Context: an optimization exercise on an open-source flow, tuned for small area. The choices shown serve that exercise and are no tape-out recipe.
The RTL was checked by simulation tests, not by an equivalence proof against the original design.
Power is estimated from default activity; no workload was simulated.

==> inputs of zinc <==
==> flow/design.v <==
module rf_aoi222(
        input a1, a2, b1, b2, c1, c2,
        output y
    );
    assign y = ~((a1 & a2) | (b1 & b2) | (c1 & c2));
endmodule
module rf_read(
        input [4:0] addr,
        input [32*31-1:0] q,      
        output [31:0] data
    );
    wire [31:0] sel;
    genvar r, b, k;
    generate
        for (r = 0; r < 32; r = r + 1) begin : dec
            assign sel[r] = (addr == r);
        end
        for (b = 0; b < 32; b = b + 1) begin : bits
            wire [10:0] g;
            for (k = 0; k < 10; k = k + 1) begin : grp
                rf_aoi222 u(.a1(sel[3*k+1]), .a2(q[(3*k)*32+b]),
                            .b1(sel[3*k+2]), .b2(q[(3*k+1)*32+b]),
                            .c1(sel[3*k+3]), .c2(q[(3*k+2)*32+b]),
                            .y(g[k]));
            end
            assign g[10] = ~(sel[31] & q[30*32+b]);
            assign data[b] = ~&g;
        end
    endgenerate
endmodule
module riscV_top(
        input sysclk,
        input reset,
        input boot_sel,
        output [7:0] imem_addr,
        input [31:0] imem_data,
        output [31:0] dmem_addr,
        output [31:0] dmem_wdata,
        output dmem_we,
        output dmem_re,
        input [31:0] dmem_rdata,
        output wb_en,
        output [4:0] wb_rd,
        output [31:0] wb_data
    );
    wire [31:0] ins = imem_data;
    wire [6:0] op = ins[6:0];
    wire [3:0] fn = {ins[30], ins[14:12]};
    wire is_r  = (op == 7'h33);
    wire is_i  = (op == 7'h13);
    wire is_ld = (op == 7'h03);
    wire is_st = (op == 7'h23);
    wire is_br = (op == 7'h63);
    wire reg_write = is_r | is_i | is_ld;
    wire [31:0] imm_i = {{20{ins[31]}}, ins[31:20]};
    wire [31:0] imm_s = {{20{ins[31]}}, ins[31:25], ins[11:7]};
    wire [7:0]  imm_b = {ins[27:25], ins[11:8], 1'b0};
    wire [31:0] r1, r2;
    wire [31:0] wdata;
    reg [31:0] regs [1:31];
    integer i;
    always @(posedge sysclk) begin
        for (i = 1; i < 32; i = i + 1)
            if (reg_write && ins[11:7] == i)
                regs[i] <= wdata;
    end
    wire [32*31-1:0] q;
    genvar gi;
    generate
        for (gi = 1; gi < 32; gi = gi + 1) begin : rq
            assign q[(gi-1)*32 +: 32] = regs[gi];
        end
    endgenerate
    rf_read read_one(.addr(ins[19:15]), .q(q), .data(r1));
    rf_read read_two(.addr(ins[24:20]), .q(q), .data(r2));
    wire use_r2 = is_r | is_br;
    wire [31:0] b = use_r2 ? r2 : (is_st ? imm_s : imm_i);
    wire alu_arith = ((is_r | is_i) & (fn[2:0] == 3'b000)) |
                     ((is_ld | is_st) & (fn == 4'b0010)) |
                     (is_br & (fn == 4'b0000));
    wire alu_sub   = is_br | fn[3];
    wire alu_or    = (is_r | is_i) & (fn == 4'b0110);
    wire alu_and   = (is_r | is_i) & (fn == 4'b0111);
    wire [31:0] bb = b ^ {32{alu_sub}};
    wire [31:0] p0 = r1 ^ bb;
    wire [31:0] g0 = r1 & bb;
    reg [31:0] p, g;
    integer j, k;
    always @* begin
        p = p0;
        g = g0;
        g[0] = g0[0] | (p0[0] & alu_sub);
        for (j = 1; j <= 5; j = j + 1)
            for (k = 2**j - 1; k < 32; k = k + 2**j) begin
                g[k] = g[k] | (p[k] & g[k - 2**(j-1)]);
                p[k] = p[k] & p[k - 2**(j-1)];
            end
        for (j = 4; j >= 1; j = j - 1)
            for (k = 3 * 2**(j-1) - 1; k < 32; k = k + 2**j) begin
                g[k] = g[k] | (p[k] & g[k - 2**(j-1)]);
                p[k] = p[k] & p[k - 2**(j-1)];
            end
    end
    wire [31:0] sum = p0 ^ {g[30:0], alu_sub};
    wire [31:0] result = ({32{alu_arith}} & sum) |
                         ({32{alu_or}} & p0) |
                         ({32{alu_or | alu_and}} & g0);
    wire taken = is_br & ((fn != 4'b0000) | (&p0));
    reg [7:0] pc;
    always @(posedge sysclk) begin
        if (reset)
            pc <= boot_sel ? 8'h40 : 8'h00;
        else
            pc <= pc + (taken ? imm_b : 8'd4);
    end
    assign wdata = is_ld ? dmem_rdata : result;
    assign imem_addr = pc;
    assign dmem_addr = result;
    assign dmem_wdata = r2;
    assign dmem_we = is_st;
    assign dmem_re = is_ld;
    assign wb_en = reg_write;
    assign wb_rd = ins[11:7];
    assign wb_data = wdata;
endmodule
==> flow/flow/run.sh <==
#!/bin/bash
# Standard ORFS layout with two changes:
#  - port buffers are buf_1 cells rather than the slow clkdlybuf4s50_1 that
#    buffer_ports picks by default;
#  - clock tree built from smaller clock buffers, without dummy loads.
set -euo pipefail
bash standard.sh synth > synth.log 2>&1
bash standard.sh \
  BUFFER_PORTS_ARGS="-buffer_cell sky130_fd_sc_hd__buf_1" \
  CTS_ARGS="-sink_clustering_enable -repair_clock_nets -dont_use_dummy_load -buf_list {sky130_fd_sc_hd__clkbuf_4 sky130_fd_sc_hd__clkbuf_8} -sink_clustering_size 16 -sink_clustering_max_diameter 45" \
  finish > layout.log 2>&1
==> flow/standard.sh <==
#!/bin/bash
# synth_recipe.tcl (not shown) runs the flow's synth.tcl, then flattens the netlist and writes it again
# the make line also repeats each setting of config.mk as NAME=value (left out here)
make -C /OpenROAD-flow-scripts/flow DESIGN_CONFIG=/design/flow/config.mk WORK_HOME=/design/flow/orfs CLKGATE_MAP_FILE= SYNTH_SCRIPT=/design/flow/synth_recipe.tcl "${@:-finish}"
==> flow/config.mk <==
export PLATFORM = sky130hd
export DESIGN_NAME = riscV_top
export DESIGN_NICKNAME = riscV_top
export VERILOG_FILES = /design/flow/design.v
export SDC_FILE = /design/flow/constraint.sdc
export NUM_CORES = 4
export LEC_CHECK = 0
export CAP_MARGIN = 20
export CORE_MARGIN = 2
export CORE_UTILIZATION = 55
export SLEW_MARGIN = 20
export SYNTH_HIERARCHICAL = 1
export SYNTH_MINIMUM_KEEP_SIZE = 0
==> flow/constraint.sdc <==
create_clock -name core_clock -period 11.0 [get_ports {sysclk}]
set_input_delay 2.2000 -clock core_clock [delete_from_list [all_inputs] [get_ports {sysclk}]]
set_output_delay 2.2000 -clock core_clock [all_outputs]
set_load 0.01 [all_outputs]
==> quartz: changes against zinc <==
==> flow/flow/run.sh (replaced) <==
#!/bin/bash
# Standard ORFS layout with two changes:
#  - port buffers are buf_1 cells rather than the slow clkdlybuf4s50_1 that
#    buffer_ports picks by default;
#  - clock tree built from clkbuf_4 cells in small clusters, without dummy loads.
set -euo pipefail
bash standard.sh synth > synth.log 2>&1
bash standard.sh \
  BUFFER_PORTS_ARGS="-buffer_cell sky130_fd_sc_hd__buf_1" \
  CTS_ARGS="-sink_clustering_enable -repair_clock_nets -dont_use_dummy_load -buf_list {sky130_fd_sc_hd__clkbuf_4} -sink_clustering_size 10 -sink_clustering_max_diameter 30" \
  finish > layout.log 2>&1
Settings changed: SETUP_SLACK_MARGIN set to 0.1.
==> qor summary <==
item	zinc	quartz
Finished Core Util	62.0%	61.8%
LEAKAGE	16.5 nW	16.5 nW
Switching portion of total power	23.1%	23.8%
Total Routing Usage GR	43.4%	43.6%
Worst setup endpoint	wb_data[19]	wb_data[11]
Critical path depth	22	21
Post-layout worst setup margin	0.226 ns	0.237 ns
Final Routed Wirelength	176000 um	176000 um
Cell at the slowest stage of the critical path	sky130_fd_sc_hd__or4_1	sky130_fd_sc_hd__a2111o_1
Worst R2R End	regs[21][11]	regs[13][11]
Routed wl met3	31500 um	32100 um
GR Util met2	64.1%	63.8%
Total area of multi-input combinational cells	12900 um2	12900 um2
Relative slew margins	17.8%	15.4%
Switching power of the nets	1.57 mW	1.58 mW
Antenna violations before repair	18	19
Sum of met2 wire segment lengths after detailed routing	75400 um	75400 um
Proportion of cell area occupied by registers	62.6%	62.8%
Run status	timing/DRC/antenna clean	timing/DRC/antenna clean
Non-Clock Buffer Area Fraction	3.95%	4.02%
Number of standard cells in the layout, taps in and fillers out	3976	4053
Metal-1 WL	58700 um	58600 um
Fraction of power consumed by sequential logic	60.9%	62.1%

separate check: timing with driven ports:
No port has a modelled driver above. Below, the same layouts with a new extraction and two added sets of constraints. Step 1, drivers: a clkbuf_16 drives sysclk and a buf_2 each remaining input, both assumed. Step 2 moves the port delays by t, midway between the first and last clock arrival at a register: inputs arrive t later, outputs are due t later. That takes back most of the time a late clock gives input paths. Slacks: no drivers / after step 1 / after step 2; pairs: no drivers / after step 1.
run | shift t [ns] | setup slack, ns | hold slack, ns | clock arrival spread, ns | worst register clock-pin slew, ns
zinc | 0.801 | 0.226 / 0.153 / 0.153 | 0.645 / 0.645 / 0.645 | 0.100 / 0.100 | 0.09 / 0.09
quartz | 1.098 | 0.237 / 0.119 / 0.119 | 0.636 / 0.636 / 0.636 | 0.195 / 0.196 | 0.10 / 0.10
After both steps every run listed still meets setup and hold. For quartz, which loses most, drivers alone change the setup slack by -0.118 ns; drivers and shift together by -0.118 ns.
